This is an optimization exercise on Yosys and OpenROAD, whose aim is small area, a short achievable clock period and few clock cycles, not a production implementation.
In this exercise RTL edits were held to simulation tests only and were not proved equivalent to the original.
Power is estimated from default activity; no workload was simulated.

===== config.mk =====
export PLATFORM = sky130hd
export DESIGN_NAME = cpu
export DESIGN_NICKNAME = cpu
export VERILOG_FILES = /design/flow/design.v
export SDC_FILE = /design/flow/constraint.sdc
export NUM_CORES = 4
export LEC_CHECK = 0
export CAP_MARGIN = 20
export CORE_MARGIN = 2
export CORE_UTILIZATION = 60
export PLACE_DENSITY = 0.75
export SETUP_SLACK_MARGIN = 5
export SLEW_MARGIN = 20
export TNS_END_PERCENT = 0

===== constraint.sdc =====
create_clock -name core_clock -period 8.0 [get_ports {CLK}]
set_input_delay 1.6000 -clock core_clock [delete_from_list [all_inputs] [get_ports {CLK}]]
set_output_delay 1.6000 -clock core_clock [all_outputs]
set_load 0.01 [all_outputs]

===== design.v =====
module cpu (
  output [15:0] imem_addr,
  input  [15:0] imem_rdata,
  output [15:0] dmem_addr,
  input  [15:0] dmem_rdata,
  output [15:0] dmem_wdata,
  output        dmem_write,
  input         start,
  input         stop,
  input         CLK,
  input         RSTN
  );
  reg  [15:0] pc;         
  reg         run;        
  reg  [15:0] ir;         
  reg         rv;         
  reg  [15:0] ra, rb;     
  reg         e_st;       
  reg         e_wen;      
  reg         e_mlt;      
  reg         e_ml2;      
  reg  [15:0] mq;         
  reg         e_ld, e_sgt;
  reg  [2:0]  e_dst;
  reg  [127:0] rf;        
  reg  [7:0]  zf;         
  reg         e_add;      
  wire [1:0] op = ir[15:14];
  wire [2:0] fd = ir[13:11];
  wire [2:0] fs = ir[10:8];
  wire [2:0] ft = ir[7:5];
  wire [4:0] fn = ir[4:0];
  wire [15:0] imm = {{8{ir[7]}}, ir[7:0]};
  wire op0   = (op == 2'b00);
  wire d_st  = op0 & (fd == 3'b000) & (fn == 5'b00000);
  wire d_ld  = op0 & (ft == 3'b000) & (fn == 5'b00001);
  wire d_add = op0 & (fn == 5'b00010);
  wire d_sgt = op0 & (fn == 5'b00100);
  wire d_mlt = op0 & (fn == 5'b00101);
  wire d_li  = (op == 2'b01) & (fs == 3'b000);
  wire d_b   = (op == 2'b10) & (fd == 3'b000) & (fs == 3'b000);
  wire d_bnz = (op == 2'b10) & (fd == 3'b001);
  wire d_bz  = (op == 2'b10) & (fd == 3'b010);
  wire [15:0] sum = ra + rb;
  reg [15:0] cg, cl;
  integer q, r;
  always @* begin
    cg = ra & ~rb;
    cl = ~ra & rb;
    for (q = 1; q < 16; q = q * 2)
      for (r = 15; r >= 0; r = r - 1)
        if ((r % (2 * q)) == (2 * q - 1)) begin
          cg[r] = cg[r] | (~cl[r] & cg[r - q]);
          cl[r] = cl[r] | (~cg[r] & cl[r - q]);
        end
  end
  wire gt = cg[15];
  wire [15:0] res = ({16{e_ld}} & dmem_rdata) | {16{e_sgt & gt}} | ({16{e_add}} & sum);
  wire z_add = ((ra ^ rb) == {ra[14:0] | rb[14:0], 1'b0});
  wire z_ex  = e_sgt ? ~gt : z_add;
  wire [15:0] m1_s, m1_c, m2_s, m2_c;
  wire as1 = (rb[0] & ra[6]) ^ (rb[1] & ra[5]);
  wire ac2 = (rb[0] & ra[6]) & (rb[1] & ra[5]);
  wire as3 = (rb[0] & ra[7]) ^ (rb[1] & ra[6]) ^ (rb[2] & ra[5]);
  wire ac4 = ((rb[0] & ra[7]) & (rb[1] & ra[6])) | ((rb[0] & ra[7]) & (rb[2] & ra[5])) | ((rb[1] & ra[6]) & (rb[2] & ra[5]));
  wire as5 = (rb[3] & ra[4]) ^ (rb[4] & ra[3]);
  wire ac6 = (rb[3] & ra[4]) & (rb[4] & ra[3]);
  wire as7 = (rb[0] & ra[8]) ^ (rb[1] & ra[7]) ^ (rb[2] & ra[6]);
  wire ac8 = ((rb[0] & ra[8]) & (rb[1] & ra[7])) | ((rb[0] & ra[8]) & (rb[2] & ra[6])) | ((rb[1] & ra[7]) & (rb[2] & ra[6]));
  wire as9 = (rb[3] & ra[5]) ^ (rb[4] & ra[4]) ^ (rb[5] & ra[3]);
  wire ac10 = ((rb[3] & ra[5]) & (rb[4] & ra[4])) | ((rb[3] & ra[5]) & (rb[5] & ra[3])) | ((rb[4] & ra[4]) & (rb[5] & ra[3]));
  wire as11 = (rb[0] & ra[9]) ^ (rb[1] & ra[8]) ^ (rb[2] & ra[7]);
  wire ac12 = ((rb[0] & ra[9]) & (rb[1] & ra[8])) | ((rb[0] & ra[9]) & (rb[2] & ra[7])) | ((rb[1] & ra[8]) & (rb[2] & ra[7]));
  wire as13 = (rb[3] & ra[6]) ^ (rb[4] & ra[5]) ^ (rb[5] & ra[4]);
  wire ac14 = ((rb[3] & ra[6]) & (rb[4] & ra[5])) | ((rb[3] & ra[6]) & (rb[5] & ra[4])) | ((rb[4] & ra[5]) & (rb[5] & ra[4]));
  wire as15 = (rb[0] & ra[10]) ^ (rb[1] & ra[9]) ^ (rb[2] & ra[8]);
  wire ac16 = ((rb[0] & ra[10]) & (rb[1] & ra[9])) | ((rb[0] & ra[10]) & (rb[2] & ra[8])) | ((rb[1] & ra[9]) & (rb[2] & ra[8]));
  wire as17 = (rb[3] & ra[7]) ^ (rb[4] & ra[6]) ^ (rb[5] & ra[5]);
  wire ac18 = ((rb[3] & ra[7]) & (rb[4] & ra[6])) | ((rb[3] & ra[7]) & (rb[5] & ra[5])) | ((rb[4] & ra[6]) & (rb[5] & ra[5]));
  wire as19 = (rb[0] & ra[11]) ^ (rb[1] & ra[10]) ^ (rb[2] & ra[9]);
  wire ac20 = ((rb[0] & ra[11]) & (rb[1] & ra[10])) | ((rb[0] & ra[11]) & (rb[2] & ra[9])) | ((rb[1] & ra[10]) & (rb[2] & ra[9]));
  wire as21 = (rb[3] & ra[8]) ^ (rb[4] & ra[7]) ^ (rb[5] & ra[6]);
  wire ac22 = ((rb[3] & ra[8]) & (rb[4] & ra[7])) | ((rb[3] & ra[8]) & (rb[5] & ra[6])) | ((rb[4] & ra[7]) & (rb[5] & ra[6]));
  wire as23 = (rb[0] & ra[12]) ^ (rb[1] & ra[11]) ^ (rb[2] & ra[10]);
  wire ac24 = ((rb[0] & ra[12]) & (rb[1] & ra[11])) | ((rb[0] & ra[12]) & (rb[2] & ra[10])) | ((rb[1] & ra[11]) & (rb[2] & ra[10]));
  wire as25 = (rb[3] & ra[9]) ^ (rb[4] & ra[8]) ^ (rb[5] & ra[7]);
  wire ac26 = ((rb[3] & ra[9]) & (rb[4] & ra[8])) | ((rb[3] & ra[9]) & (rb[5] & ra[7])) | ((rb[4] & ra[8]) & (rb[5] & ra[7]));
  wire as27 = (rb[0] & ra[13]) ^ (rb[1] & ra[12]) ^ (rb[2] & ra[11]);
  wire ac28 = ((rb[0] & ra[13]) & (rb[1] & ra[12])) | ((rb[0] & ra[13]) & (rb[2] & ra[11])) | ((rb[1] & ra[12]) & (rb[2] & ra[11]));
  wire as29 = (rb[3] & ra[10]) ^ (rb[4] & ra[9]) ^ (rb[5] & ra[8]);
  wire ac30 = ((rb[3] & ra[10]) & (rb[4] & ra[9])) | ((rb[3] & ra[10]) & (rb[5] & ra[8])) | ((rb[4] & ra[9]) & (rb[5] & ra[8]));
  wire as31 = (rb[0] & ra[14]) ^ (rb[1] & ra[13]) ^ (rb[2] & ra[12]);
  wire ac32 = ((rb[0] & ra[14]) & (rb[1] & ra[13])) | ((rb[0] & ra[14]) & (rb[2] & ra[12])) | ((rb[1] & ra[13]) & (rb[2] & ra[12]));
  wire as33 = (rb[3] & ra[11]) ^ (rb[4] & ra[10]) ^ (rb[5] & ra[9]);
  wire ac34 = ((rb[3] & ra[11]) & (rb[4] & ra[10])) | ((rb[3] & ra[11]) & (rb[5] & ra[9])) | ((rb[4] & ra[10]) & (rb[5] & ra[9]));
  wire as35 = (rb[0] & ra[15]) ^ (rb[1] & ra[14]) ^ (rb[2] & ra[13]);
  wire as37 = (rb[3] & ra[12]) ^ (rb[4] & ra[11]) ^ (rb[5] & ra[10]);
  wire as39 = (rb[0] & ra[4]) ^ (rb[1] & ra[3]);
  wire ac40 = (rb[0] & ra[4]) & (rb[1] & ra[3]);
  wire as41 = (rb[0] & ra[5]) ^ (rb[1] & ra[4]) ^ (rb[2] & ra[3]);
  wire ac42 = ((rb[0] & ra[5]) & (rb[1] & ra[4])) | ((rb[0] & ra[5]) & (rb[2] & ra[3])) | ((rb[1] & ra[4]) & (rb[2] & ra[3]));
  wire as43 = (rb[3] & ra[2]) ^ (rb[4] & ra[1]);
  wire ac44 = (rb[3] & ra[2]) & (rb[4] & ra[1]);
  wire as45 = (rb[2] & ra[4]) ^ (rb[3] & ra[3]) ^ (rb[4] & ra[2]);
  wire ac46 = ((rb[2] & ra[4]) & (rb[3] & ra[3])) | ((rb[2] & ra[4]) & (rb[4] & ra[2])) | ((rb[3] & ra[3]) & (rb[4] & ra[2]));
  wire as47 = (rb[5] & ra[1]) ^ (rb[6] & ra[0]) ^ as1;
  wire ac48 = ((rb[5] & ra[1]) & (rb[6] & ra[0])) | ((rb[5] & ra[1]) & as1) | ((rb[6] & ra[0]) & as1);
  wire as49 = (rb[5] & ra[2]) ^ (rb[6] & ra[1]) ^ (rb[7] & ra[0]);
  wire ac50 = ((rb[5] & ra[2]) & (rb[6] & ra[1])) | ((rb[5] & ra[2]) & (rb[7] & ra[0])) | ((rb[6] & ra[1]) & (rb[7] & ra[0]));
  wire as51 = as3 ^ as5 ^ ac2;
  wire ac52 = (as3 & as5) | (as3 & ac2) | (as5 & ac2);
  wire as53 = (rb[6] & ra[2]) ^ (rb[7] & ra[1]) ^ as7;
  wire ac54 = ((rb[6] & ra[2]) & (rb[7] & ra[1])) | ((rb[6] & ra[2]) & as7) | ((rb[7] & ra[1]) & as7);
  wire as55 = as9 ^ ac4 ^ ac6;
  wire ac56 = (as9 & ac4) | (as9 & ac6) | (ac4 & ac6);
  wire as57 = (rb[6] & ra[3]) ^ (rb[7] & ra[2]) ^ as11;
  wire ac58 = ((rb[6] & ra[3]) & (rb[7] & ra[2])) | ((rb[6] & ra[3]) & as11) | ((rb[7] & ra[2]) & as11);
  wire as59 = as13 ^ ac8 ^ ac10;
  wire ac60 = (as13 & ac8) | (as13 & ac10) | (ac8 & ac10);
  wire as61 = (rb[6] & ra[4]) ^ (rb[7] & ra[3]) ^ as15;
  wire ac62 = ((rb[6] & ra[4]) & (rb[7] & ra[3])) | ((rb[6] & ra[4]) & as15) | ((rb[7] & ra[3]) & as15);
  wire as63 = as17 ^ ac12 ^ ac14;
  wire ac64 = (as17 & ac12) | (as17 & ac14) | (ac12 & ac14);
  wire as65 = (rb[6] & ra[5]) ^ (rb[7] & ra[4]) ^ as19;
  wire ac66 = ((rb[6] & ra[5]) & (rb[7] & ra[4])) | ((rb[6] & ra[5]) & as19) | ((rb[7] & ra[4]) & as19);
  wire as67 = as21 ^ ac16 ^ ac18;
  wire ac68 = (as21 & ac16) | (as21 & ac18) | (ac16 & ac18);
  wire as69 = (rb[6] & ra[6]) ^ (rb[7] & ra[5]) ^ as23;
  wire ac70 = ((rb[6] & ra[6]) & (rb[7] & ra[5])) | ((rb[6] & ra[6]) & as23) | ((rb[7] & ra[5]) & as23);
  wire as71 = as25 ^ ac20 ^ ac22;
  wire ac72 = (as25 & ac20) | (as25 & ac22) | (ac20 & ac22);
  wire as73 = (rb[6] & ra[7]) ^ (rb[7] & ra[6]) ^ as27;
  wire ac74 = ((rb[6] & ra[7]) & (rb[7] & ra[6])) | ((rb[6] & ra[7]) & as27) | ((rb[7] & ra[6]) & as27);
  wire as75 = as29 ^ ac24 ^ ac26;
  wire ac76 = (as29 & ac24) | (as29 & ac26) | (ac24 & ac26);
  wire as77 = (rb[6] & ra[8]) ^ (rb[7] & ra[7]) ^ as31;
  wire ac78 = ((rb[6] & ra[8]) & (rb[7] & ra[7])) | ((rb[6] & ra[8]) & as31) | ((rb[7] & ra[7]) & as31);
  wire as79 = as33 ^ ac28 ^ ac30;
  wire ac80 = (as33 & ac28) | (as33 & ac30) | (ac28 & ac30);
  wire as81 = (rb[6] & ra[9]) ^ (rb[7] & ra[8]) ^ as35;
  wire as83 = as37 ^ ac32 ^ ac34;
  wire as85 = (rb[0] & ra[3]) ^ (rb[1] & ra[2]);
  wire ac86 = (rb[0] & ra[3]) & (rb[1] & ra[2]);
  wire as87 = (rb[2] & ra[2]) ^ (rb[3] & ra[1]) ^ (rb[4] & ra[0]);
  wire ac88 = ((rb[2] & ra[2]) & (rb[3] & ra[1])) | ((rb[2] & ra[2]) & (rb[4] & ra[0])) | ((rb[3] & ra[1]) & (rb[4] & ra[0]));
  wire as89 = (rb[5] & ra[0]) ^ as41 ^ as43;
  wire ac90 = ((rb[5] & ra[0]) & as41) | ((rb[5] & ra[0]) & as43) | (as41 & as43);
  wire as91 = as45 ^ as47 ^ ac42;
  wire ac92 = (as45 & as47) | (as45 & ac42) | (as47 & ac42);
  wire as93 = as49 ^ as51 ^ ac46;
  wire ac94 = (as49 & as51) | (as49 & ac46) | (as51 & ac46);
  wire as95 = as53 ^ as55 ^ ac50;
  wire ac96 = (as53 & as55) | (as53 & ac50) | (as55 & ac50);
  wire as97 = as57 ^ as59 ^ ac54;
  wire ac98 = (as57 & as59) | (as57 & ac54) | (as59 & ac54);
  wire as99 = as61 ^ as63 ^ ac58;
  wire ac100 = (as61 & as63) | (as61 & ac58) | (as63 & ac58);
  wire as101 = as65 ^ as67 ^ ac62;
  wire ac102 = (as65 & as67) | (as65 & ac62) | (as67 & ac62);
  wire as103 = as69 ^ as71 ^ ac66;
  wire ac104 = (as69 & as71) | (as69 & ac66) | (as71 & ac66);
  wire as105 = as73 ^ as75 ^ ac70;
  wire ac106 = (as73 & as75) | (as73 & ac70) | (as75 & ac70);
  wire as107 = as77 ^ as79 ^ ac74;
  wire ac108 = (as77 & as79) | (as77 & ac74) | (as79 & ac74);
  wire as109 = as81 ^ as83 ^ ac78;
  wire as111 = (rb[0] & ra[2]) ^ (rb[1] & ra[1]);
  wire ac112 = (rb[0] & ra[2]) & (rb[1] & ra[1]);
  wire as113 = (rb[2] & ra[1]) ^ (rb[3] & ra[0]) ^ as85;
  wire ac114 = ((rb[2] & ra[1]) & (rb[3] & ra[0])) | ((rb[2] & ra[1]) & as85) | ((rb[3] & ra[0]) & as85);
  wire as115 = as39 ^ as87 ^ ac86;
  wire ac116 = (as39 & as87) | (as39 & ac86) | (as87 & ac86);
  wire as117 = ac40 ^ as89 ^ ac88;
  wire ac118 = (ac40 & as89) | (ac40 & ac88) | (as89 & ac88);
  wire as119 = ac44 ^ as91 ^ ac90;
  wire ac120 = (ac44 & as91) | (ac44 & ac90) | (as91 & ac90);
  wire as121 = ac48 ^ as93 ^ ac92;
  wire ac122 = (ac48 & as93) | (ac48 & ac92) | (as93 & ac92);
  wire as123 = ac52 ^ as95 ^ ac94;
  wire ac124 = (ac52 & as95) | (ac52 & ac94) | (as95 & ac94);
  wire as125 = ac56 ^ as97 ^ ac96;
  wire ac126 = (ac56 & as97) | (ac56 & ac96) | (as97 & ac96);
  wire as127 = ac60 ^ as99 ^ ac98;
  wire ac128 = (ac60 & as99) | (ac60 & ac98) | (as99 & ac98);
  wire as129 = ac64 ^ as101 ^ ac100;
  wire ac130 = (ac64 & as101) | (ac64 & ac100) | (as101 & ac100);
  wire as131 = ac68 ^ as103 ^ ac102;
  wire ac132 = (ac68 & as103) | (ac68 & ac102) | (as103 & ac102);
  wire as133 = ac72 ^ as105 ^ ac104;
  wire ac134 = (ac72 & as105) | (ac72 & ac104) | (as105 & ac104);
  wire as135 = ac76 ^ as107 ^ ac106;
  wire ac136 = (ac76 & as107) | (ac76 & ac106) | (as107 & ac106);
  wire as137 = ac80 ^ as109 ^ ac108;
  assign m1_s = {as137, as135, as133, as131, as129, as127, as125, as123, as121, as119, as117, as115, as113, (rb[2] & ra[0]), (rb[0] & ra[1]), (rb[0] & ra[0])};
  assign m1_c = {ac136, ac134, ac132, ac130, ac128, ac126, ac124, ac122, ac120, ac118, ac116, ac114, ac112, as111, (rb[1] & ra[0]), 1'b0};
  wire bs139 = ra[15] ^ rb[15];
  wire bs141 = ra[12] ^ rb[12];
  wire bc142 = ra[12] & rb[12];
  wire bs143 = ra[13] ^ rb[13] ^ (mq[0] & mq[13]);
  wire bc144 = (ra[13] & rb[13]) | (ra[13] & (mq[0] & mq[13])) | (rb[13] & (mq[0] & mq[13]));
  wire bs145 = (mq[1] & mq[12]) ^ (mq[2] & mq[11]);
  wire bc146 = (mq[1] & mq[12]) & (mq[2] & mq[11]);
  wire bs147 = ra[14] ^ rb[14] ^ (mq[0] & mq[14]);
  wire bc148 = (ra[14] & rb[14]) | (ra[14] & (mq[0] & mq[14])) | (rb[14] & (mq[0] & mq[14]));
  wire bs149 = (mq[1] & mq[13]) ^ (mq[2] & mq[12]) ^ (mq[3] & mq[11]);
  wire bc150 = ((mq[1] & mq[13]) & (mq[2] & mq[12])) | ((mq[1] & mq[13]) & (mq[3] & mq[11])) | ((mq[2] & mq[12]) & (mq[3] & mq[11]));
  wire bs151 = (mq[4] & mq[10]) ^ (mq[5] & mq[9]);
  wire bc152 = (mq[4] & mq[10]) & (mq[5] & mq[9]);
  wire bs153 = (mq[0] & mq[15]) ^ (mq[1] & mq[14]) ^ (mq[2] & mq[13]);
  wire bs155 = (mq[3] & mq[12]) ^ (mq[4] & mq[11]) ^ (mq[5] & mq[10]);
  wire bs157 = (mq[6] & mq[9]) ^ (mq[7] & mq[8]) ^ bs139;
  wire bs159 = ra[10] ^ rb[10];
  wire bc160 = ra[10] & rb[10];
  wire bs161 = ra[11] ^ rb[11] ^ (mq[0] & mq[11]);
  wire bc162 = (ra[11] & rb[11]) | (ra[11] & (mq[0] & mq[11])) | (rb[11] & (mq[0] & mq[11]));
  wire bs163 = (mq[1] & mq[10]) ^ (mq[2] & mq[9]);
  wire bc164 = (mq[1] & mq[10]) & (mq[2] & mq[9]);
  wire bs165 = (mq[0] & mq[12]) ^ (mq[1] & mq[11]) ^ (mq[2] & mq[10]);
  wire bc166 = ((mq[0] & mq[12]) & (mq[1] & mq[11])) | ((mq[0] & mq[12]) & (mq[2] & mq[10])) | ((mq[1] & mq[11]) & (mq[2] & mq[10]));
  wire bs167 = (mq[3] & mq[9]) ^ (mq[4] & mq[8]) ^ bs141;
  wire bc168 = ((mq[3] & mq[9]) & (mq[4] & mq[8])) | ((mq[3] & mq[9]) & bs141) | ((mq[4] & mq[8]) & bs141);
  wire bs169 = (mq[3] & mq[10]) ^ (mq[4] & mq[9]) ^ (mq[5] & mq[8]);
  wire bc170 = ((mq[3] & mq[10]) & (mq[4] & mq[9])) | ((mq[3] & mq[10]) & (mq[5] & mq[8])) | ((mq[4] & mq[9]) & (mq[5] & mq[8]));
  wire bs171 = bs143 ^ bs145 ^ bc142;
  wire bc172 = (bs143 & bs145) | (bs143 & bc142) | (bs145 & bc142);
  wire bs173 = (mq[6] & mq[8]) ^ bs147 ^ bs149;
  wire bc174 = ((mq[6] & mq[8]) & bs147) | ((mq[6] & mq[8]) & bs149) | (bs147 & bs149);
  wire bs175 = bs151 ^ bc144 ^ bc146;
  wire bc176 = (bs151 & bc144) | (bs151 & bc146) | (bc144 & bc146);
  wire bs177 = bs153 ^ bs155 ^ bs157;
  wire bs179 = bc148 ^ bc150 ^ bc152;
  wire bs181 = ra[9] ^ rb[9];
  wire bc182 = ra[9] & rb[9];
  wire bs183 = (mq[0] & mq[10]) ^ (mq[1] & mq[9]) ^ (mq[2] & mq[8]);
  wire bc184 = ((mq[0] & mq[10]) & (mq[1] & mq[9])) | ((mq[0] & mq[10]) & (mq[2] & mq[8])) | ((mq[1] & mq[9]) & (mq[2] & mq[8]));
  wire bs185 = (mq[3] & mq[8]) ^ bs161 ^ bs163;
  wire bc186 = ((mq[3] & mq[8]) & bs161) | ((mq[3] & mq[8]) & bs163) | (bs161 & bs163);
  wire bs187 = bs165 ^ bs167 ^ bc162;
  wire bc188 = (bs165 & bs167) | (bs165 & bc162) | (bs167 & bc162);
  wire bs189 = bs169 ^ bs171 ^ bc166;
  wire bc190 = (bs169 & bs171) | (bs169 & bc166) | (bs171 & bc166);
  wire bs191 = bs173 ^ bs175 ^ bc170;
  wire bc192 = (bs173 & bs175) | (bs173 & bc170) | (bs175 & bc170);
  wire bs193 = bs177 ^ bs179 ^ bc174;
  wire bs195 = ra[8] ^ rb[8];
  wire bc196 = ra[8] & rb[8];
  wire bs197 = (mq[0] & mq[9]) ^ (mq[1] & mq[8]) ^ bs181;
  wire bc198 = ((mq[0] & mq[9]) & (mq[1] & mq[8])) | ((mq[0] & mq[9]) & bs181) | ((mq[1] & mq[8]) & bs181);
  wire bs199 = bs159 ^ bs183 ^ bc182;
  wire bc200 = (bs159 & bs183) | (bs159 & bc182) | (bs183 & bc182);
  wire bs201 = bc160 ^ bs185 ^ bc184;
  wire bc202 = (bc160 & bs185) | (bc160 & bc184) | (bs185 & bc184);
  wire bs203 = bc164 ^ bs187 ^ bc186;
  wire bc204 = (bc164 & bs187) | (bc164 & bc186) | (bs187 & bc186);
  wire bs205 = bc168 ^ bs189 ^ bc188;
  wire bc206 = (bc168 & bs189) | (bc168 & bc188) | (bs189 & bc188);
  wire bs207 = bc172 ^ bs191 ^ bc190;
  wire bc208 = (bc172 & bs191) | (bc172 & bc190) | (bs191 & bc190);
  wire bs209 = bc176 ^ bs193 ^ bc192;
  assign m2_s = {bs209, bs207, bs205, bs203, bs201, bs199, bs197, (mq[0] & mq[8]), ra[7], ra[6], ra[5], ra[4], ra[3], ra[2], ra[1], ra[0]};
  assign m2_c = {bc208, bc206, bc204, bc202, bc200, bc198, bc196, bs195, rb[7], rb[6], rb[5], rb[4], rb[3], rb[2], rb[1], rb[0]};
  wire [15:0] rf_s = rf[{fs, 4'b0000} +: 16];
  wire [15:0] rf_t = rf[{ft, 4'b0000} +: 16];
  wire fwd_s = e_wen & (e_dst == fs);
  wire fwd_t = e_wen & (e_dst == ft);
  wire busy = e_mlt | e_ml2;
  wire sa_f = ~busy & ~d_li & fwd_s;
  wire sa_r = ~busy & ~d_li & ~fwd_s & ~zf[fs];
  wire sb_i = ~busy & d_li;
  wire sb_f = ~busy & ~d_li & fwd_t;
  wire sb_r = ~busy & ~d_li & ~fwd_t & ~zf[ft];
  wire [15:0] ra_d = ({16{e_mlt}} & m1_s) | ({16{e_ml2}} & m2_s) |
                     ({16{sa_f}} & res) | ({16{sa_r}} & rf_s);
  wire [15:0] rb_d = ({16{e_mlt}} & m1_c) | ({16{e_ml2}} & m2_c) |
                     ({16{sb_f}} & res) | ({16{sb_r}} & rf_t) | ({16{sb_i}} & imm);
  wire hazard = (d_bnz | d_bz) & e_wen & e_ld & (e_dst == fs);
  wire issue  = rv & run & ~busy & ~hazard;
  wire fetch  = ~rv | issue;
  wire tk1 = issue & (d_b | d_bz);
  wire tk0 = issue & (d_b | d_bnz);
  wire [8:0]  lo_t   = {1'b0, pc[7:0]} + {1'b0, ir[7:0]};
  wire [8:0]  lo_i   = {1'b0, pc[7:0]} + 9'd1;
  wire [7:0]  hi_inc = pc[15:8] + 8'd1;
  wire [7:0]  hi_dec = pc[15:8] - 8'd1;
  wire [15:0] pc_inc = {lo_i[8] ? hi_inc : pc[15:8], lo_i[7:0]};
  wire [15:0] target = {(lo_t[8] & ~ir[7]) ? hi_inc :
                        (~lo_t[8] & ir[7]) ? hi_dec : pc[15:8], lo_t[7:0]};
  wire [15:0] pc_n  = fetch ? pc_inc : pc;
  wire [15:0] pc_z1 = tk1 ? target : pc_n;
  wire [15:0] pc_z0 = tk0 ? target : pc_n;
  wire        rv_z1 = ~tk1 & (rv | fetch);
  wire        rv_z0 = ~tk0 & (rv | fetch);
  wire [15:0] pc_r  = zf[fs] ? pc_z1 : pc_z0;
  wire        rv_r  = zf[fs] ? rv_z1 : rv_z0;
  wire [15:0] pc_d  = ~fwd_s ? pc_r : z_ex ? pc_z1 : pc_z0;
  wire        rv_d  = ~fwd_s ? rv_r : z_ex ? rv_z1 : rv_z0;
  always @(posedge CLK or negedge RSTN) begin
    if (!RSTN) begin
      pc    <= 16'h0000;
      run   <= 1'b0;
      rv    <= 1'b0;
      e_st  <= 1'b0;
      e_wen <= 1'b0;
      e_mlt <= 1'b0;
      e_ml2 <= 1'b0;
      zf    <= 8'hff;
    end else begin
      if (start)
        run <= 1'b1;
      else if (stop)
        run <= 1'b0;
      pc <= pc_d;
      rv <= rv_d;
      e_st  <= issue & d_st;
      e_wen <= (issue & (d_ld | d_add | d_sgt | d_li)) | e_ml2;
      e_mlt <= issue & d_mlt;
      e_ml2 <= e_mlt;
      if (e_wen) begin
        zf[e_dst]   <= e_ld ? (dmem_rdata == 16'h0000) : z_ex;
      end
    end
  end
  always @(posedge CLK) begin
    if (fetch)
      ir <= imem_rdata;
    ra <= ra_d;
    rb <= rb_d;
    mq <= {ra[7:0], rb[15:8]};
    if (busy) begin
      e_ld  <= 1'b0;
      e_sgt <= 1'b0;
      e_add <= 1'b1;
    end else begin
      e_ld  <= d_ld;
      e_sgt <= d_sgt;
      e_add <= ~d_ld & ~d_sgt;
      e_dst <= fd;
    end
  end
  genvar i;
  generate
    for (i = 0; i < 8; i = i + 1) begin : g_rf
      always @(posedge CLK) begin
        if (e_wen && e_dst == i)
          rf[16*i +: 16] <= res;
      end
    end
  endgenerate
  assign imem_addr  = pc;
  assign dmem_addr  = ra;
  assign dmem_wdata = rb;
  assign dmem_write = e_st;
endmodule

===== run.sh =====
#!/bin/bash
# synth_recipe.tcl (not shown) runs the flow's synth.tcl, then flattens the netlist and writes it again
# the make line also repeats each setting of config.mk as NAME=value (left out here)
make -C /OpenROAD-flow-scripts/flow DESIGN_CONFIG=/design/flow/config.mk WORK_HOME=/design/flow/orfs CLKGATE_MAP_FILE= SYNTH_SCRIPT=/design/flow/synth_recipe.tcl finish

==> impl_metrics.env, run 1 <==
export IMPL_post_dp_hpwl_um=28610
export IMPL_die_area_um2=26360
export IMPL_grt_overflow_total=0
export IMPL_hold_path_class="reg -> reg"
export IMPL_crit_arrival_ns=3.83
export IMPL_cts_hold_buffers=0
export IMPL_rsz0062_at_grt="true"
export IMPL_antenna_cells=0
export IMPL_nNetsFinal=1576
export IMPL_die_y_um=162.4
export IMPL_avgSynthCellArea_um2=11.81
export IMPL_worst_slack_ns=4.640
export IMPL_synthArstFlopShare=0.1316
export IMPL_dr_total_vias=10960
export IMPL_gp_congestion=0.9863
export IMPL_outcome="timing/DRC/antenna clean"
export IMPL_drtIter0Drc=1445
export IMPL_slew_violations=0
export IMPL_start_util=0.6151
export IMPL_synth_edf_count=147
export IMPL_slowest_delay_ns=0.50
export IMPL_antenna_found_initial=1
export IMPL_dr_pass1_iters=7
export IMPL_maxCapViolCount=0
export IMPL_ff2ff_setup_slack_ns=4.64
export IMPL_die_x_um=162.4
export IMPL_setup_viol=0
export IMPL_finClkSkew_ns=0.01159
export IMPL_io_pins=85
export IMPL_relSlewSlack=0.2603
export IMPL_crit_chain="inv_2, nor2_1, fa_1, fa_1, inv_1, fa_1, fa_1, o21ai_1, a311oi_1, o21ai_0"
export IMPL_grtUsageTotal=0.3198
export IMPL_cp_endpoint="rb[12]"
export IMPL_cts_tree="done"
export IMPL_worst_pin_slew_ns=1.110
export IMPL_row_count=57
export IMPL_grt_pass1_vias=10810
export IMPL_wl_um=41420
export IMPL_r2r_end="rb[12]"
export IMPL_coreArea_um2=24460
export IMPL_layout_drive_gt1_share=0.1856
export IMPL_numCtsBuffers=25
export IMPL_cp_max_fo=8
export IMPL_vias_per_cell=6.391
export IMPL_synthFlopType="edfxtp_1"
export IMPL_required_ns=8.47
export IMPL_min_from="rb[15]"
export IMPL_synthesis_area_um2=15050
export IMPL_h_tree_depth=1
export IMPL_yosysSeqAreaShare=0.4118
export IMPL_wl_per_cell_um=24.16
export IMPL_reg2reg_depth=10
export IMPL_drc_errors=0
export IMPL_ys_ff_latch=228
export IMPL_tns_ns=0
export IMPL_leakagePower_uw=0.006726
export IMPL_grt_pass1_wl_um=63460
export IMPL_crit_path_end_kind="flop"
export IMPL_syn_nets=1477
export IMPL_vdd_ir_drop_worst_uv=206.9
export IMPL_hold_viol_final=0
export IMPL_synthCells=1274
export IMPL_dp_worst_setup_slack_ns=4.060
export IMPL_syn_to_final_growth_pct=17.03
export IMPL_grt_max_degree=39
export IMPL_power_density_nw_per_um2=245.5
export IMPL_insertion_delay_ns=0.55
export IMPL_min_period_over_period=0.4200
export IMPL_critPathSlowestCell="fa_1"
export IMPL_ant_nets=0
export IMPL_clock_sinks=228
export IMPL_yosysWarnings=1
export IMPL_dp_cells=1638
export IMPL_start_kind="flop"
export IMPL_fmax_mhz=297.6
export IMPL_ys_types=74
export IMPL_clkTransAtPathRegs_ns=0.07
export IMPL_final_min_clock_period_ns=3.360
export IMPL_utilization=0.7198
export IMPL_timing_hold_ws_ns=0.3935
export IMPL_worstSetupStartpoint="ra[8]"
export IMPL_cp_common_cell="fa_1"
export IMPL_fin_cells=1714
export IMPL_port_buffers=84
export IMPL_r2r_start="ra[8]"
export IMPL_root_buffer="clkbuf_16"
export IMPL_critPathKind="reg -> reg"
export IMPL_max_clock_path_buffers=3
## area by class of cell
class	count	area [um2]
Clock buffer	28	636.9
Clock inverter	16	192.7
Fill cell	1677	6854
Inverter	123	529.3
Multi-Input combinational cell	868	8368
Sequential cell	228	6271
Tap cell	324	405.4
Timing Repair Buffer	127	1205
## power breakdown
| part | leakage [uW] | switching, uW | total, uW | internal, uW |
|---|---|---|---|---|
| registers | 0.00214 | 177 | 1620 | 1440 |
| logic | 0.00418 | 853 | 1520 | 666 |
| clock network | 0.000399 | 485 | 1190 | 702 |
| total | 0.00673 | 1510 | 4320 | 2810 |
## layout by cell type (no fill, tap or decap), types with 8 or more instances in the layout
cell type and instances:
clkbuf_16 25, a221oi_2 14, a21o_1 11, fa_1 76, dfxtp_2 9, edfxtp_1 147
nand3_1 17, buf_4 39, mux2i_1 26, o221ai_1 13, and2_1 30, xnor2_1 42
dfrtp_1 22, nand2_1 112, nand4_1 8, nor3_1 13, xor2_1 36, clkinv_1 8
nor2_1 103, o21ai_0 27, dfxtp_4 17, dfxtp_1 25, clkdlybuf4s50_1 84, ha_1 85
mux4_2 68, dfstp_2 8, a21oi_1 36, inv_1 101
## flip-flops by register name (all words and copies together), names as in the netlist, 3 cells and up
name   flops
ra        16
mq        16
rb        16
ir        16
e_dst      3
rf       128
pc        16
zf         8
## timing repair
item	CTS	global route
cloned	0	0
buffers inserted	32	0
endpoints found under the setup margin	246	234
pin swaps	11	4
resized for setup	74	14
## per-stage QoR
| stage | area (um2) | power (uW) |
|---|---|---|
| finish | 17610 | 4322 |
| global route | 17610 | 4526 |
| CTS | 17540 | 4293 |
| detailed placement | 16220 | 3021 |
| global placement | 16220 | 2994 |
| floorplan | 15150 | 2518 |
## critical path: cells and delay by family (launching register included)
kind	cells	cell delay, ns
simple gates	1	0.14
compound gates	3	0.62
flops	1	0.49
fa+ha+maj	4	1.83
buf+inv	2	0.21
## worst min path at each step
stage	to	slack (ns)	cells after the start
2_1_floorplan	e_ml2	0.35	0
3_3_place_gp	mq[7]	0.40	0
3_5_place_dp	mq[7]	0.40	0
4_1_cts	mq[7]	0.40	0
5_1_grt	mq[7]	0.42	0
6_report	mq[7]	0.39	0
## synth_stat cells, types with 5 or more instances
cell type	count	area [um2]
fa_1	80	1602
o22ai_1	6	37.54
a21o_1	11	82.58
a2bb2oi_1	7	61.31
o21ai_0	33	165.2
a221oi_1	19	166.4
buf_1	11	41.29
xnor2_1	43	376.6
mux2i_1	26	260.3
mux4_2	68	1531
nand3_1	17	85.08
mux2_2	6	67.56
nand2_1	112	420.4
dfxtp_1	51	1021
nor2_1	111	416.7
nor4_1	6	37.54
and2_1	30	187.7
nor2b_1	5	31.28
xor2_1	37	324.1
clkbuf_1	32	120.1
nand4_1	8	50.05
edfxtp_1	147	4414
buf_2	8	40.04
a222oi_1	5	50.05
a311oi_1	8	70.07
ha_1	87	1089
o31ai_1	5	37.54
and3_1	7	43.79
nand2b_1	6	37.54
inv_1	118	442.9
nor3_1	14	70.07
a21oi_1	37	185.2
o221ai_1	13	113.9
o211ai_1	5	37.54
dfstp_2	8	210.2
dfrtp_1	22	550.5
## kinds of logic (layout without fill, tap and decap cells)
kind of cell,count (synthesis),count (layout),synth area share
simple gates,336,336,0.1029
flops,228,228,0.4118
compound gates,183,183,0.08799
buf+inv,178,294,0.04657
fa+ha+maj,167,167,0.1788
mux,101,101,0.1243
xor+xnor,81,81,0.04765
## per-layer routing
layer  up-vias  share of wire  GRT usage
met5         -              0          0
met4         0          0.038     0.1150
met3       106          0.092    0.05169
met2       581           0.46     0.5035
met1      5499           0.41     0.4565
li1       4769              -          -
Testbench counts, summed over its fixed seeds: cycles 33,795.
==> inputs of run 2 (changes only) <==
--- a/config.mk
+++ b/config.mk
@@ -7,8 +7,8 @@
 export LEC_CHECK = 0
 export CAP_MARGIN = 20
 export CORE_MARGIN = 2
-export CORE_UTILIZATION = 60
-export PLACE_DENSITY = 0.75
+export CORE_UTILIZATION = 40
+export PLACE_DENSITY = 0.6
 export SETUP_SLACK_MARGIN = 5
 export SLEW_MARGIN = 20
 export TNS_END_PERCENT = 0
==> impl_metrics.env, run 2 <==
export IMPL_clock_power_share=0.283
export IMPL_drc_errors=0
export IMPL_start_kind="flop"
export IMPL_dp_cells=1790
export IMPL_yosys_area_share_adder=0.1788
export IMPL_ant_nets=0
export IMPL_slew_violations=0
export IMPL_start_util=0.4033
export IMPL_drtIter0Drc=802
export IMPL_stdcell_area_um2=18170
export IMPL_setup_viol=0
export IMPL_finalPower_uw=4482
export IMPL_hold_path_class="reg -> reg"
export IMPL_p_switching_uw=1568
export IMPL_vias_per_cell=5.651
export IMPL_p_comb_frac=0.356
export IMPL_yosysWarnings=1
export IMPL_largest_reg_flops=128
export IMPL_h_tree_depth=1
export IMPL_synth_top_family_by_area="adder cells"
export IMPL_coreArea_um2=37310
export IMPL_final_min_clock_period_ns=3.324
export IMPL_grt_pass1_vias=10820
export IMPL_netlist_area_leader_share=0.2934
export IMPL_grt_pass1_wl_um=66030
export IMPL_max_clock_path_buffers=3
export IMPL_grt_overflow_total=0
export IMPL_fin_cells=1880
export IMPL_synth_edf_count=147
export IMPL_synthArstFlopShare=0.1316
export IMPL_timing_hold_ws_ns=0.3993
export IMPL_synth_xor_area_frac=0.04765
export IMPL_power_density_nw_per_um2=246.7
export IMPL_vdd_ir_drop_worst_uv=142.3
export IMPL_critPathKind="reg -> reg"
export IMPL_hold_viol_final=0
export IMPL_wl_per_cell_um=23.08
export IMPL_layout_drive_gt1_share=0.2233
export IMPL_grt_max_degree=39
export IMPL_final_common_cell="edfxtp_1"
export IMPL_cp_common_cell="fa_1"
export IMPL_syn_nets=1477
export IMPL_antenna_cells=0
export IMPL_synthFlopType="edfxtp_1"
export IMPL_grtUsageTotal=0.2252
export IMPL_io_pins=85
export IMPL_synthCells=1274
export IMPL_crit_arrival_ns=3.71
export IMPL_p_sw_frac=0.3499
export IMPL_nNetsFinal=1590
export IMPL_crit_chain="ha_1, fa_1, inv_1, fa_1, fa_1, fa_1, o221a_2, o21ai_0"
export IMPL_crit_path_end_kind="flop"
export IMPL_cts_hold_buffers=0
export IMPL_netlist_top_cells_area="edfxtp_1, fa_1, mux4_2"
export IMPL_root_buffer="clkbuf_16"
export IMPL_critPathSlowestCell="fa_1"
export IMPL_insertion_delay_ns=0.54
export IMPL_tns_ns=0
export IMPL_largest_register="rf"
export IMPL_place_area_um2=16420
export IMPL_cts_tree="done"
export IMPL_gp_congestion=0.8945
export IMPL_clkTransAtPathRegs_ns=0.07
export IMPL_synthMuxAreaShare=0.1243
export IMPL_synth_compound_area_frac=0.08798
export IMPL_finClkSkew_ns=0.02357
export IMPL_outcome="timing/DRC/antenna clean"
export IMPL_worst_pin_slew_ns=1.180
export IMPL_wl_um=43390
export IMPL_relSlewSlack=0.2122
export IMPL_port_buffers=84
export IMPL_clock_sinks=228
export IMPL_dr_total_vias=10620
export IMPL_antenna_found_initial=0
export IMPL_fmax_mhz=300.9
export IMPL_maxCapViolCount=0
export IMPL_synth_most_common_cell="edfxtp_1"
export IMPL_synth_top_area_cell="edfxtp_1"
export IMPL_power_share_sequential=0.361
export IMPL_post_dp_hpwl_um=30660
export IMPL_most_common_layout_cells="edfxtp_1, nand2_1, nor2_1"
export IMPL_cp_max_fo=8
export IMPL_p_int_uw=2914
export IMPL_required_ns=8.38
export IMPL_leakagePower_uw=0.006859
export IMPL_ys_ff_latch=228
export IMPL_row_count=71
export IMPL_die_x_um=197.9
export IMPL_rsz0062_at_grt="true"
export IMPL_die_y_um=197.9
export IMPL_ys_types=74
export IMPL_dr_pass1_iters=5
export IMPL_avgSynthCellArea_um2=11.81
export IMPL_synth_simple_area_share=0.1029
export IMPL_synthTopCellsByCount="edfxtp_1, inv_1, nand2_1"
export IMPL_numCtsBuffers=25
export IMPL_yosysSeqAreaShare=0.4118
export IMPL_slowest_delay_ns=0.66
export IMPL_synthesis_area_um2=15050
export IMPL_die_area_um2=39180
export IMPL_syn_to_final_growth_pct=20.76
export IMPL_min_period_over_period=0.4154
==> run 2: cell counts after synthesis <==
Identical to the previous run, type by type.
==> run 2: critical path: cells and delay by family (launching register included) <==
kind / cells / cell delay [ns]
AO/OA/AOI/OAI: 2 / 0.28
flip-flops: 1 / 0.44
adder cells (fa/ha/maj): 5 / 2.38
buffers and inverters: 1 / 0.07
==> run 2: cell type report <==
type / instances / area [um2]
Timing Repair inverter: 1 / 6.256
Sequential cell: 228 / 6284
Clock buffer: 25 / 625.6
Inverter: 123 / 531.8
Clock inverter: 21 / 274.0
Tap cell: 474 / 593.1
Multi-Input combinational cell: 868 / 8526
Timing Repair Buffer: 140 / 1330
Fill cell: 3256 / 19140
==> run 2: cells by family (layout without fill, tap and decap cells) <==
logic type,after synthesis,after routing
xor gates and xnor gates,81,81
adders and majority gates,167,167
buffers and inverters,178,310
and+or+nand+nor,336,336
muxes,101,101
DFF,228,228
AOI/OAI and AO/OA,183,183
==> run 2: metal layers <==
metal | vias up | wire (um) | track usage
li1 | 4800 | - | -
met2 | 371 | 20900 | 0.3730
met3 | 86 | 2944 | 0.03560
met4 | 0 | 1683 | 0.09050
met5 | - | 0 | 0
met1 | 5367 | 17860 | 0.2966
==> run 2: path summary, 6_finish.rpt <==
kind / end / cells after the start / slack, ns / startpoint
hold / removal: mq[7] / 0 / 0.40 / rb[15]
setup / recovery: ra[9] / 8 / 4.68 / ra[4]
max in group asynchronous: zf[0] / 2 / 6.16 / RSTN
hold reg to reg: mq[7] / 0 / 0.40 / rb[15]
min in group asynchronous: run / 2 / 1.49 / RSTN
setup reg to reg: ra[9] / 8 / 4.68 / ra[4]
==> run 2: power groups by stage <==
stage / logic (uW) / registers [uW] / clock network, uW
final: 1590 / 1620 / 1270
after global routing: 1750 / 1630 / 1340
after CTS: 1550 / 1620 / 1290
after detailed placement: 1410 / 1640 / 0
after global placement: 1400 / 1640 / 0
after floorplan: 925 / 1590 / 0
==> run 2: per-stage QoR <==
step	setup slack (ns)	utilization
global route	4.596	0.4870
CTS	4.755	0.4825
global placement	4.133	0.4401
finish	4.676	0.4870
detailed placement	4.105	0.4401
floorplan	4.902	-
==> run 2: repair_timing <==
action | CTS | global route
setup buffers | 43 | 0
pin swaps | 24 | 13
resized for setup | 105 | 34
endpoints found under the setup margin | 233 | 233
gates cloned | 1 | 0
==> inputs of run 3 (changes only) <==
==> flow/run.sh (new file) <==
#!/bin/bash
# Standard layout, with plain buf_1 cells as the port buffers.
cp standard.sh standard_sh_copy.txt
export BUFFER_PORTS_ARGS="-buffer_cell sky130_fd_sc_hd__buf_1"
bash standard.sh > standard.log 2>&1
==> standard.sh (new file) <==
#!/bin/bash
# synth_recipe.tcl (not shown) runs the flow's synth.tcl, then flattens the netlist and writes it again
# the make line also repeats each setting of config.mk as NAME=value (left out here)
make -C /OpenROAD-flow-scripts/flow DESIGN_CONFIG=/design/flow/config.mk WORK_HOME=/design/flow/orfs CLKGATE_MAP_FILE= SYNTH_SCRIPT=/design/flow/synth_recipe.tcl "${@:-finish}"
removed: run.sh
==> impl_metrics.env, run 3 <==
export IMPL_finClkSkew_ns=0.01647
export IMPL_synthMuxAreaShare=0.1243
export IMPL_slowest_delay_ns=0.52
export IMPL_multi_input_area_um2=8588
export IMPL_die_area_um2=39180
export IMPL_relSlewSlack=0.1542
export IMPL_synthArstFlopShare=0.1316
export IMPL_start_util=0.4033
export IMPL_grt_pass1_wl_um=65510
export IMPL_synth_most_common_cell="edfxtp_1"
export IMPL_yosysWarnings=1
export IMPL_place_area_um2=15880
export IMPL_ys_types=74
export IMPL_post_dp_hpwl_um=30360
export IMPL_cts_tree="done"
export IMPL_synth_top_area_cell="edfxtp_1"
export IMPL_hold_path_class="reg -> reg"
export IMPL_cp_max_fo=7
export IMPL_worst_slack_ns=4.696
export IMPL_wl_per_cell_um=22.88
export IMPL_grt_max_degree=39
export IMPL_antenna_cells=0
export IMPL_yosysSeqAreaShare=0.4118
export IMPL_fillers=3338
export IMPL_rsz0062_at_grt="true"
export IMPL_port_buffers=84
export IMPL_tns_ns=0
export IMPL_synth_simple_area_share=0.1029
export IMPL_critPathKind="reg -> reg"
export IMPL_synthesis_area_um2=15050
export IMPL_worst_pin_slew_ns=1.267
export IMPL_ys_ff_latch=228
export IMPL_antenna_found_initial=0
export IMPL_max_clock_path_buffers=3
export IMPL_dp_worst_setup_slack_ns=3.826
export IMPL_synth_xor_area_frac=0.04765
export IMPL_h_tree_depth=1
export IMPL_drtIter0Drc=860
export IMPL_fin_cells=1896
export IMPL_outcome="timing/DRC/antenna clean"
export IMPL_required_ns=8.42
export IMPL_nNetsFinal=1605
export IMPL_vias_per_cell=5.705
export IMPL_maxCapViolCount=0
export IMPL_dr_pass1_iters=5
export IMPL_io_pins=85
export IMPL_netlist_area_leader_share=0.2934
export IMPL_crit_chain="buf_6, nand2_1, fa_2, inv_1, fa_1, inv_1, fa_1, fa_1, o22ai_1, or3_1"
export IMPL_gp_congestion=0.9106
export IMPL_netlist_top_cells_area="edfxtp_1, fa_1, mux4_2"
export IMPL_largest_reg_flops=128
export IMPL_drc_errors=0
export IMPL_min_period_over_period=0.4130
export IMPL_stdcell_area_um2=17800
export IMPL_cp_common_cell="fa_1"
export IMPL_synth_top_family_by_area="adder cells"
export IMPL_coreArea_um2=37310
export IMPL_finalPower_uw=4406
export IMPL_slew_violations=0
export IMPL_dp_cells=1788
export IMPL_crit_path_end_kind="flop"
export IMPL_row_count=71
export IMPL_wl_um=43370
export IMPL_vdd_ir_drop_worst_uv=125.0
export IMPL_leakagePower_uw=0.006718
export IMPL_reg2reg_depth=10
export IMPL_dr_total_vias=10820
export IMPL_ant_nets=0
export IMPL_synthCells=1274
export IMPL_start_kind="flop"
export IMPL_syn_nets=1477
export IMPL_critPathSlowestCell="fa_2"
export IMPL_synthFlopType="edfxtp_1"
export IMPL_grtUsageTotal=0.2214
export IMPL_synthTopCellsByCount="edfxtp_1, inv_1, nand2_1"
export IMPL_hold_viol_final=0
export IMPL_setup_viol=0
export IMPL_syn_to_final_growth_pct=18.32
export IMPL_grt_pass1_vias=10900
export IMPL_largest_register="rf"
export IMPL_grt_overflow_total=0
export IMPL_clkTransAtPathRegs_ns=0.07
export IMPL_synth_edf_count=147
export IMPL_insertion_delay_ns=0.54
export IMPL_synth_compound_area_frac=0.08798
export IMPL_final_min_clock_period_ns=3.304
export IMPL_most_common_layout_cells="edfxtp_1, nand2_1, nor2_1"
export IMPL_power_density_nw_per_um2=247.5
export IMPL_crit_arrival_ns=3.72
export IMPL_layout_drive_gt1_share=0.2286
export IMPL_avgSynthCellArea_um2=11.81
export IMPL_whs_path_depth=0
export IMPL_fmax_mhz=302.7
export IMPL_yosys_area_share_adder=0.1788
export IMPL_die_y_um=197.9
export IMPL_clock_sinks=228
export IMPL_seqCellArea_um2=6277
export IMPL_numCtsBuffers=26
export IMPL_die_x_um=197.9
export IMPL_final_common_cell="edfxtp_1"
export IMPL_root_buffer="clkbuf_16"
==> run 3: kinds of logic after synthesis <==
logic type,after synthesis
AOI/OAI and AO/OA,183
xor gates and xnor gates,81
adders and majority gates,167
buffers and inverters,178
DFF,228
muxes,101
and+or+nand+nor,336
==> run 3: final timing paths <==
path                            slack [ns]     end    from
worst max-delay path                  4.70  ra[13]   rb[3]
min in group asynchronous             1.18    e_st    RSTN
max in group asynchronous             6.28  pc[15]    RSTN
worst max register to register        4.70  ra[13]   rb[3]
worst min-delay path                  0.40   mq[7]  rb[15]
worst min register to register        0.40   mq[7]  rb[15]
==> run 3: per-layer routing <==
metal | vias up | track usage | part of all wire
met5 | - | 0 | 0
met4 | 0 | 0.08382 | 0.040
met3 | 93 | 0.03270 | 0.063
met2 | 406 | 0.3644 | 0.48
met1 | 5484 | 0.2970 | 0.42
li1 | 4833 | - | -
==> run 3: critical path, delay by kind of cell, from the launching register on <==
| family | cells | cell delay [ns] |
|---|---|---|
| flops | 1 | 0.40 |
| fa+ha+maj | 4 | 1.95 |
| buf+inv | 3 | 0.26 |
| compound gates | 1 | 0.12 |
| simple gates | 2 | 0.47 |
==> run 3: stage by stage <==
step / util / hold WS, ns
after global routing: 0.4771 / 0.4174
after CTS: 0.4657 / 0.4048
after global placement: 0.4257 / 0.3972
after floorplan: - / 0.3487
after detailed placement: 0.4257 / 0.4045
final: 0.4771 / 0.4018
==> run 3: final cells by class <==
cell class,count,area share
clock buffers,33,0.04034
clock inverters,15,0.01068
inverters,123,0.03121
multi-input cells,869,0.4824
flip-flops and latches,228,0.3526
well taps,474,0.03331
repair buffers,154,0.04941
==> run 3: power breakdown <==
group          internal [uW]  switching (uW)
Clock                    768             506
Sequential              1440             176
Combinational            628             889
Total                   2840            1570
==> run 3: repair_timing <==
item,4_1_cts,5_1_grt
hold buffers,0,0
gates resized for setup,85,59
buffers inserted,39,20
pin swaps,16,24
endpoints found under the setup margin,187,184
gates cloned,0,1
==> inputs of run 4 (changes only) <==
--- a/config.mk
+++ b/config.mk
@@ -8,6 +8,7 @@
 export CAP_MARGIN = 20
 export CORE_MARGIN = 2
 export CORE_UTILIZATION = 40
+export CTS_BUF_LIST = sky130_fd_sc_hd__clkbuf_4 sky130_fd_sc_hd__clkbuf_8
 export PLACE_DENSITY = 0.6
 export SETUP_SLACK_MARGIN = 5
 export SLEW_MARGIN = 20
==> impl_metrics.env, run 4 <==
export IMPL_outcome="timing/DRC/antenna clean"
export IMPL_post_dp_hpwl_um=30360
export IMPL_worstSetupStartpoint="rb[4]"
export IMPL_slew_violations=0
export IMPL_synthTopCellsByCount="edfxtp_1, inv_1, nand2_1"
export IMPL_synth_top_area_cell="edfxtp_1"
export IMPL_hold_path_class="reg -> reg"
export IMPL_nNetsFinal=1594
export IMPL_avgSynthCellArea_um2=11.81
export IMPL_synthArstFlopShare=0.1316
export IMPL_yosysSeqAreaShare=0.4118
export IMPL_synthFlopType="edfxtp_1"
export IMPL_crit_arrival_ns=3.75
export IMPL_wl_um=42650
export IMPL_maxCapViolCount=0
export IMPL_syn_nets=1477
export IMPL_min_period_over_period=0.4129
export IMPL_insertion_delay_ns=0.58
export IMPL_stdcell_area_um2=17380
export IMPL_rsz0062_at_grt="true"
export IMPL_grt_overflow_total=0
export IMPL_ys_types=74
export IMPL_synthesis_area_um2=15050
export IMPL_ys_ff_latch=228
export IMPL_dr_total_vias=10680
export IMPL_port_buffers=84
export IMPL_row_count=71
export IMPL_die_area_um2=39180
export IMPL_relSlewSlack=0.2587
export IMPL_grt_max_degree=39
export IMPL_cts_hold_buffers=0
export IMPL_wl_per_cell_um=22.52
export IMPL_cp_max_fo=11
export IMPL_clock_sinks=228
export IMPL_netlist_area_leader_share=0.2934
export IMPL_finClkSkew_ns=0.04450
export IMPL_coreArea_um2=37310
export IMPL_drc_errors=0
export IMPL_start_util=0.4033
export IMPL_yosysWarnings=1
export IMPL_die_x_um=197.9
export IMPL_reg2reg_depth=13
export IMPL_antenna_found_initial=0
export IMPL_critPathKind="reg -> reg"
export IMPL_tns_ns=0
export IMPL_dr_pass1_iters=5
export IMPL_final_common_cell="edfxtp_1"
export IMPL_root_buffer="clkbuf_8"
export IMPL_gp_congestion=0.9106
export IMPL_antenna_cells=0
export IMPL_max_clock_path_buffers=3
export IMPL_die_y_um=197.9
export IMPL_most_common_layout_cells="edfxtp_1, nand2_1, nor2_1"
export IMPL_final_min_clock_period_ns=3.304
export IMPL_grt_pass1_vias=10870
export IMPL_r2r_end="ra[15]"
export IMPL_grt_pass1_wl_um=65230
export IMPL_hold_viol_final=0
export IMPL_synth_most_common_cell="edfxtp_1"
export IMPL_power_density_nw_per_um2=241.0
export IMPL_syn_to_final_growth_pct=15.52
export IMPL_largest_reg_flops=128
export IMPL_ant_nets=0
export IMPL_layout_drive_gt1_share=0.2169
export IMPL_ff2ff_setup_slack_ns=4.70
export IMPL_required_ns=8.44
export IMPL_cp_endpoint="ra[15]"
export IMPL_place_area_um2=15880
export IMPL_setup_viol=0
export IMPL_start_kind="flop"
export IMPL_worst_pin_slew_ns=1.110
export IMPL_synth_edf_count=147
export IMPL_grtUsageTotal=0.2224
export IMPL_crit_path_end_kind="flop"
export IMPL_largest_register="rf"
export IMPL_netlist_top_cells_area="edfxtp_1, fa_1, mux4_2"
export IMPL_vdd_ir_drop_worst_uv=106.4
export IMPL_leakagePower_uw=0.006536
export IMPL_h_tree_depth=2
export IMPL_fmax_mhz=302.7
export IMPL_min_from="rb[8]"
export IMPL_vias_per_cell=5.639
export IMPL_cts_tree="done"
export IMPL_synthCells=1274
export IMPL_io_pins=85
export IMPL_clkTransAtPathRegs_ns=0.06
export IMPL_numCtsBuffers=40
export IMPL_r2r_start="rb[4]"
export IMPL_drtIter0Drc=847
## run 4: cell counts after synthesis
No cell type changed its count.
## run 4: layout make-up
| class | count | area, um2 |
|---|---|---|
| Clock buffer | 51 | 645.6 |
| Sequential cell | 228 | 6277 |
| Tap cell | 474 | 593.1 |
| Timing Repair Buffer | 130 | 698.2 |
| Inverter | 123 | 528.0 |
| Fill cell | 3409 | 19930 |
| Clock inverter | 20 | 187.7 |
| Multi-Input combinational cell | 868 | 8451 |
## run 4: how the worst min path moves through the flow
stage,cells past startpoint,to
after floorplan,0,e_ml2
after global placement,0,mq[7]
final,0,mq[0]
after detailed placement,0,mq[7]
after global routing,0,mq[0]
after CTS,0,mq[7]
## run 4: per-stage QoR
stage / utilization / worst slack (ns) / instances / power, uW / hold WS [ns]
final: 0.4658 / 4.696 / 1894 / 4189 / 0.4127
after global routing: 0.4658 / 4.606 / 1894 / 4432 / 0.4207
after CTS: 0.4615 / 4.707 / 1888 / 4185 / 0.4174
after global placement: 0.4257 / 3.821 / 1788 / 2928 / 0.3972
after floorplan: - / 4.902 / 1274 / 2518 / 0.3487
after detailed placement: 0.4257 / 3.826 / 1788 / 2949 / 0.4045
## run 4: cell families (layout without fill, tap and decap cells)
kind of cell,after synthesis,after routing,synth area share
xor+xnor,81,81,0.04765
mux,101,101,0.1243
flops,228,228,0.4118
simple gates,336,336,0.1029
buf+inv,178,324,0.04657
compound gates,183,183,0.08799
fa+ha+maj,167,167,0.1788
## run 4: timing repair
item	CTS	global route
endpoints found under the setup margin	189	185
resized for setup	80	29
pin swaps	11	5
buffers inserted	29	6
## run 4: metal layers
layer	global-route usage	wire length (um)
met1	0.2968	18190
met2	0.3655	20480
met3	0.03509	2506
met4	0.08577	1470
met5	0	0
## run 4: report_power, final
part	internal (uW)	switching, uW	total (uW)
sequential	1440	176	1620
clock	632	498	1130
combinational	587	855	1440
## run 4: worst max-delay path, stage by stage, from the launching register on
cell      delay (ns)
dfxtp_4         0.39
inv_6           0.13
nor2_2          0.06
fa_1            0.51
inv_1           0.06
fa_1            0.47
fa_2            0.40
xor2_2          0.20
xnor2_2         0.14
xnor2_1         0.18
xnor2_1         0.16
xnor2_1         0.11
a221oi_2        0.29
o21ai_1         0.10
==> inputs of run 5 (changes only) <==
--- a/config.mk
+++ b/config.mk
@@ -7,9 +7,9 @@
 export LEC_CHECK = 0
 export CAP_MARGIN = 20
 export CORE_MARGIN = 2
-export CORE_UTILIZATION = 40
+export CORE_UTILIZATION = 60
 export CTS_BUF_LIST = sky130_fd_sc_hd__clkbuf_4 sky130_fd_sc_hd__clkbuf_8
-export PLACE_DENSITY = 0.6
+export PLACE_DENSITY = 0.75
 export SETUP_SLACK_MARGIN = 5
 export SLEW_MARGIN = 20
 export TNS_END_PERCENT = 0
==> impl_metrics.env, run 5 <==
export IMPL_yosysWarnings=1
export IMPL_hold_path_class="reg -> reg"
export IMPL_insertion_delay_ns=0.56
export IMPL_crit_chain="buf_1, nor4_1, a41oi_1, a31oi_2, nand2_1, o31ai_1"
export IMPL_crit_cells=6
export IMPL_synth_top_area_cell="edfxtp_1"
export IMPL_power_density_nw_per_um2=240.4
export IMPL_ys_ff_latch=228
export IMPL_hold_viol_final=0
export IMPL_synthFlopType="edfxtp_1"
export IMPL_start_util=0.6151
export IMPL_dp_worst_setup_slack_ns=3.993
export IMPL_syn_nets=1477
export IMPL_synthCells=1274
export IMPL_die_y_um=162.4
export IMPL_row_count=57
export IMPL_h_tree_depth=2
export IMPL_finClkSkew_ns=0.02111
export IMPL_leakagePower_uw=0.006498
export IMPL_place_area_um2=15690
export IMPL_root_buffer="clkbuf_8"
export IMPL_stdcell_area_um2=17080
export IMPL_fmax_mhz=296.3
export IMPL_clock_sinks=228
export IMPL_crit_arrival_ns=3.84
export IMPL_worst_pin_slew_ns=1.096
export IMPL_wl_um=41030
export IMPL_drc_errors=0
export IMPL_largest_reg_flops=128
export IMPL_drtIter0Drc=1449
export IMPL_antenna_cells=0
export IMPL_yosysSeqAreaShare=0.4118
export IMPL_netlist_area_leader_share=0.2934
export IMPL_post_dp_hpwl_um=28520
export IMPL_start_kind="input pin"
export IMPL_coreArea_um2=24460
export IMPL_avgSynthCellArea_um2=11.81
export IMPL_setup_viol=0
export IMPL_syn_to_final_growth_pct=13.51
export IMPL_numCtsBuffers=40
export IMPL_largest_register="rf"
export IMPL_clkTransAtPathRegs_ns=0.06
export IMPL_grt_max_degree=39
export IMPL_final_common_cell="edfxtp_1"
export IMPL_crit_path_end_kind="flop"
export IMPL_rsz0062_at_grt="true"
export IMPL_vdd_ir_drop_worst_uv=160.1
export IMPL_tns_ns=0
export IMPL_wl_per_cell_um=23.59
export IMPL_slowest_delay_ns=0.67
export IMPL_final_min_clock_period_ns=3.375
export IMPL_fillers=1759
export IMPL_reg2reg_depth=10
export IMPL_netlist_top_cells_area="edfxtp_1, fa_1, mux4_2"
export IMPL_cp_max_fo=5
export IMPL_io_pins=85
export IMPL_nNetsFinal=1591
export IMPL_grtUsageTotal=0.3166
export IMPL_critPathKind="in -> reg"
export IMPL_die_area_um2=26360
export IMPL_synthesis_area_um2=15050
export IMPL_dr_pass1_iters=6
export IMPL_port_buffers=84
export IMPL_cts_tree="done"
export IMPL_grt_pass1_wl_um=62310
export IMPL_slew_violations=0
export IMPL_finalPower_uw=4106
export IMPL_utilization=0.6981
export IMPL_dr_total_vias=10990
export IMPL_die_x_um=162.4
export IMPL_layout_drive_gt1_share=0.2120
export IMPL_ff2ff_setup_slack_ns=4.67
export IMPL_min_period_over_period=0.4219
export IMPL_ant_nets=0
export IMPL_r2r_start="rb[2]"
export IMPL_gp_congestion=1.015
export IMPL_required_ns=8.47
export IMPL_synth_most_common_cell="edfxtp_1"
export IMPL_synth_edf_count=147
export IMPL_ys_types=74
export IMPL_whs_path_depth=0
export IMPL_worstSetupStartpoint="dmem_rdata[6]"
export IMPL_grt_pass1_vias=10840
export IMPL_worst_slack_ns=4.625
export IMPL_outcome="timing/DRC/antenna clean"
export IMPL_most_common_layout_cells="edfxtp_1, nand2_1, nor2_1"
export IMPL_max_clock_path_buffers=3
export IMPL_min_from="rb[14]"
export IMPL_synthTopCellsByCount="edfxtp_1, inv_1, nand2_1"
export IMPL_critical_path_top_delay_family="compound AO/OA/AOI/OAI gates"
export IMPL_relSlewSlack=0.2687
export IMPL_vias_per_cell=6.321
export IMPL_synthArstFlopShare=0.1316
export IMPL_path_buf_inv=1
export IMPL_critPathSlowestCell="nor4_1"
export IMPL_grt_overflow_total=0
export IMPL_antenna_found_initial=0
export IMPL_maxCapViolCount=0
[run 5: cell counts after synthesis]
Identical to the previous run, type by type.
[run 5: final timing paths]
| kind | endpoint |
|---|---|
| worst max-delay path | zf[3] |
| worst min-delay path | mq[6] |
| worst max register to register | ra[13] |
| worst min register to register | mq[6] |
| max in group asynchronous | e_ml2 |
| min in group asynchronous | e_wen |
[run 5: layout make-up]
class | count | area (um2) | share of cell area
Tap cell | 324 | 405.4 | 0.02374
Inverter | 123 | 526.8 | 0.03084
Multi-Input combinational cell | 868 | 8442 | 0.4943
Sequential cell | 228 | 6270 | 0.3671
Clock inverter | 16 | 95.09 | 0.005568
Timing Repair Buffer | 127 | 690.7 | 0.04044
Clock buffer | 53 | 648.1 | 0.03795
[run 5: timing repair]
action / in CTS / in global routing
pin swaps: 14 / 8
hold buffers: 0 / 0
cloned: 0 / 0
gates resized for setup: 64 / 40
setup buffers: 29 / 4
hold endpoints to repair: 0 / 0
endpoints found under the setup margin: 187 / 181
[run 5: report_power, final]
| part | switching (uW) | leakage [uW] | internal [uW] | total, uW |
|---|---|---|---|---|
| clock network | 489 | 0.000385 | 533 | 1020 |
| registers | 177 | 0.00214 | 1440 | 1620 |
| logic | 870 | 0.00397 | 597 | 1470 |
| total | 1540 | 0.00650 | 2570 | 4110 |
[run 5: logic make-up after synthesis]
family / count (synthesis) / share of synthesized area
fa+ha+maj: 167 / 0.1788
xor+xnor: 81 / 0.04765
flops: 228 / 0.4118
simple gates: 336 / 0.1029
buf+inv: 178 / 0.04657
compound gates: 183 / 0.08799
mux: 101 / 0.1243
[run 5: through the flow]
stage / std cells / hold slack, ns
final: 1739 / 0.4310
after global routing: 1739 / 0.4390
after CTS: 1735 / 0.4349
after detailed placement: 1637 / 0.4065
after global placement: 1637 / 0.4013
after floorplan: 1274 / 0.3487
[run 5: routing by layer]
| metal | up-vias | track usage | wire length [um] |
|---|---|---|---|
| met5 | - | 0 | 0 |
| met4 | 0 | 0.1102 | 1568 |
| met3 | 108 | 0.05017 | 3528 |
| met2 | 560 | 0.5033 | 19310 |
| met1 | 5523 | 0.4498 | 16610 |
| li1 | 4801 | - | - |

==> re-timing with driven ports <==
How much do the figures lean on ideal ports? The routed layouts below were timed once more, with nothing changed but the port constraints. Step 1 assumes that a clkbuf_16 drives the clock port and a buf_2 every other input. Step 2 adds t to the input delays and takes it off the output delays; t is the mean of the earliest and latest rising clock arrival at the registers after step 1. Input paths then give back, and output paths get back, about the clock's delay inside the block. a / b / c = ideal / step 1 / step 2; a / b = the first two.
run | t, ns | setup slack, ns | hold WS [ns] | worst setup path at the end | slew at the worst register clock pin (ns)
run 1 | 0.593 | 4.640 / 4.640 / 4.113 | 0.393 / 0.393 / 0.393 | input to register | 0.07 / 0.07
run 2 | 0.586 | 4.676 / 4.676 / 4.232 | 0.399 / 0.399 / 0.399 | input to register | 0.07 / 0.07
run 3 | 0.592 | 4.696 / 4.696 / 4.237 | 0.402 / 0.402 / 0.402 | input to register | 0.07 / 0.07
run 4 | 0.611 | 4.696 / 4.696 / 4.205 | 0.413 / 0.413 / 0.413 | input to register | 0.07 / 0.07
run 5 | 0.592 | 4.625 / 4.645 / 4.053 | 0.431 / 0.431 / 0.431 | input to register | 0.06 / 0.06
After both steps every run listed still meets setup and hold. The setup slack of run 5, which loses most, moves by +0.020 ns with the drivers and by -0.572 ns with both steps.
